Context: an optimization exercise on an open-source flow, tuned for small area. The choices shown serve that exercise and are no tape-out recipe. The RTL was checked by simulation tests, not by an equivalence proof against the original design.

## main
Design current_filter, start of the top module:
module current_filter (pClk, pRst, pFilterIn, pFilterOut);
  input         pClk;
  input         pRst;
  input  [15:0] pFilterIn;
  output [15:0] pFilterOut;
  reg [15:0] r1;
  reg [15:0] r2;
  reg [15:0] r3;
  reg [15:0] r4;
  reg [15:0] r5;
  reg [15:0] r6;
  reg [15:0] r7;
  reg [15:0] r8;
  reg [15:0] r9;
  reg [15:0] r10;
  reg [15:0] r11;
  reg [15:0] r12;
  reg [15:0] r13;
  reg [15:0] r14;
  reg [15:0] r15;
  reg [15:0] r16;
  reg [15:0] r17;
  reg [15:0] r18;
  reg [15:0] r19;
  reg [15:0] r20;
  reg [15:0] r21;
  reg [15:0] r22;
  reg [15:0] r23;
  wire s1, c2;
  wire s3, c4;
  wire s5, c6;
  wire s7, c8;
  wire s9, c10;
  wire s11, c12;
  wire s13, c14;
  wire s15, c16;
  wire s17, c18;
  wire s19, c20;
  wire s21, c22;
  wire s23, c24;
  wire s25, c26;
  wire s27, c28;
  wire s29, c30;
  wire s31, c32;
  wire s33, c34;
  wire s35, c36;
  wire s37, c38;
  wire s39, c40;
  wire s41, c42;
  wire s43, c44;
  wire s45, c46;
  wire s47, c48;
  wire s49, c50;
  wire s51, c52;
  wire s53, c54;
  wire s55, c56;
  wire s57, c58;
  wire s59, c60;
  wire s61, c62;
  wire s63, c64;
  wire s65, c66;
  wire s67, c68;
  wire s69, c70;
  wire s71, c72;
  wire s73, c74;
  wire s75, c76;
  wire s77, c78;
  wire s79, c80;
  wire s81, c82;
  wire s83, c84;
  wire s85, c86;
  wire s87, c88;
  wire s89, c90;
  wire s91, c92;
  wire s93, c94;
  wire s95, c96;
  wire s97, c98;
  wire s99, c100;
  wire s101, c102;
  wire s103, c104;
  wire s105, c106;
  wire s107, c108;
  wire s109, c110;
  wire s111, c112;
  wire s113, c114;
  wire s115, c116;
  wire s117, c118;
  wire s119, c120;
  wire s121, c122;
  wire s123, c124;
  wire s125, c126;
  wire s127, c128;
  wire s129, c130;
  wire s131, c132;
  wire s133, c134;
  wire s135, c136;
  wire s137, c138;
  wire s139, c140;
  wire s141, c142;
  wire s143, c144;
  wire s145, c146;
  wire s147, c148;
  wire s149, c150;
  wire s151, c152;
  wire s153, c154;
  wire s155, c156;
  wire s157, c158;
  wire s159, c160;
  wire s161, c162;
  wire s163, c164;
  wire s165, c166;
  ...
Settings: LEC_CHECK=0, CAP_MARGIN=20, CORE_MARGIN=2, CORE_UTILIZATION=80, CTS_BUF_LIST=sky130_fd_sc_hd__clkbuf_8, CTS_CLUSTER_DIAMETER=150, CTS_CLUSTER_SIZE=16, SLEW_MARGIN=20, SYNTH_HIERARCHICAL=1; clock period 7.5 ns.
run.sh (not shown) runs the stock make flow with config.mk's settings and CLKGATE_MAP_FILE= SYNTH_SCRIPT=/design/flow/synth_recipe.tcl, a recipe that flattens the netlist after the stock synthesis.
main went all the way through the flow, and no timing, DRC or antenna check failed.
### main -> the feature branch
# main
export LEC_CHECK = 0
export CAP_MARGIN = 20
export CORE_MARGIN = 2
export CORE_UTILIZATION = 80
export CTS_BUF_LIST = sky130_fd_sc_hd__clkbuf_8
export CTS_CLUSTER_DIAMETER = 150
export CTS_CLUSTER_SIZE = 16
export SLEW_MARGIN = 20
export SYNTH_HIERARCHICAL = 1
create_clock -name core_clock -period 7.5 [get_ports {pClk}]
# the feature branch
export LEC_CHECK = 0
export CAP_MARGIN = 20
export CORE_MARGIN = 2
export CORE_UTILIZATION = 80
export CTS_BUF_LIST = sky130_fd_sc_hd__clkbuf_8
export CTS_CLUSTER_DIAMETER = 70
export CTS_CLUSTER_SIZE = 13
export SLEW_MARGIN = 20
export SYNTH_HIERARCHICAL = 1
create_clock -name core_clock -period 7.5 [get_ports {pClk}]
Notes after the runs:
Start point of the critical path: r2[4]$_DFF_P_ -> main, r2[15]$_DFF_P_ -> the feature branch. Routed length per instance across main and the feature branch: no real change. Compare main and the feature branch | routed wire length lower: main. The non-clock buffer share of cell area on the feature branch is in line with that on main.

---

## the baseline
Another version of the RTL of current_filter (not shown whole).
Size in the first run: ~1,600 cells after synthesis, ~460 flip-flops, about 34 I/O pins, about 0.023 mm^2 of cells after synthesis.
export LEC_CHECK = 0
export CAP_MARGIN = 20
export CORE_MARGIN = 2
export CORE_UTILIZATION = 80
export CTS_BUF_LIST = sky130_fd_sc_hd__clkbuf_4
export CTS_CLUSTER_DIAMETER = 50
export CTS_CLUSTER_SIZE = 8
export SLEW_MARGIN = 20
export SYNTH_HIERARCHICAL = 1
create_clock -name core_clock -period 7.5 [get_ports {pClk}]
standard.sh (not shown) runs the stock make flow with config.mk's settings and CLKGATE_MAP_FILE= SYNTH_SCRIPT=/design/flow/synth_recipe.tcl, a recipe that flattens the netlist after the stock synthesis.
==> flow/flow/run.sh <==
#!/bin/bash
# The standard layout (the standard.sh, all ORFS steps), with the port buffers that
# ORFS's buffer_ports inserts made of the smallest buffer cell instead of its default choice.
set -euo pipefail
bash standard.sh "BUFFER_PORTS_ARGS=-buffer_cell sky130_fd_sc_hd__buf_1" finish > standard.log 2>&1
What the candidate does differently from the baseline at the input level:
--- a/flow/config.mk
+++ b/flow/config.mk
@@ -9,6 +9,6 @@
 export CORE_MARGIN = 2
-export CORE_UTILIZATION = 80
-export CTS_BUF_LIST = sky130_fd_sc_hd__clkbuf_4
-export CTS_CLUSTER_DIAMETER = 50
-export CTS_CLUSTER_SIZE = 8
+export CORE_UTILIZATION = 82
+export CTS_BUF_LIST = sky130_fd_sc_hd__clkbuf_8
+export CTS_CLUSTER_DIAMETER = 100
+export CTS_CLUSTER_SIZE = 16
 export SLEW_MARGIN = 20
- Number of distinct standard cells referenced by the synthesized netlist: the baseline vs the candidate identical
- Slew at the pin closest to its max-slew limit (the candidate over the baseline): increase, 0.033 ns
- Relative to the baseline, via density per instance has gone down in the candidate.
- The candidate vs the baseline, initial antenna violation count went down by 1.

[re-timing with driven ports]
In the flow no input, the clock included, has a driving cell. The finished layouts below were timed again as built, in two steps.
Step 1 (the two cells are an assumption about what drives the block):
set clk [get_ports {pClk}]
set_driving_cell -lib_cell sky130_fd_sc_hd__clkbuf_16 $clk
set_driving_cell -lib_cell sky130_fd_sc_hd__buf_2 [delete_from_list [all_inputs] $clk]
Step 2, shift: input delay + t, output delay - t, t = (earliest + latest rising clock arrival at the registers) / 2. This alone moves slack from input paths to output paths.
Three values: ideal, step 1, step 2; two values: the first two.
run	shift t [ns]	slack for setup (ns)	worst data-port slew with drivers (ns)
main	0.609	1.245 / 1.245 / 1.197	0.04
the feature branch	0.599	1.236 / 1.236 / 1.187	0.04
the baseline	0.742	1.347 / 1.347 / 1.333	0.05
the candidate	0.599	1.391 / 1.391 / 1.391	0.05
After both steps every run listed still meets setup and hold. For the feature branch, which loses most, drivers alone change the setup slack by 0.000 ns; drivers and shift together by -0.049 ns.
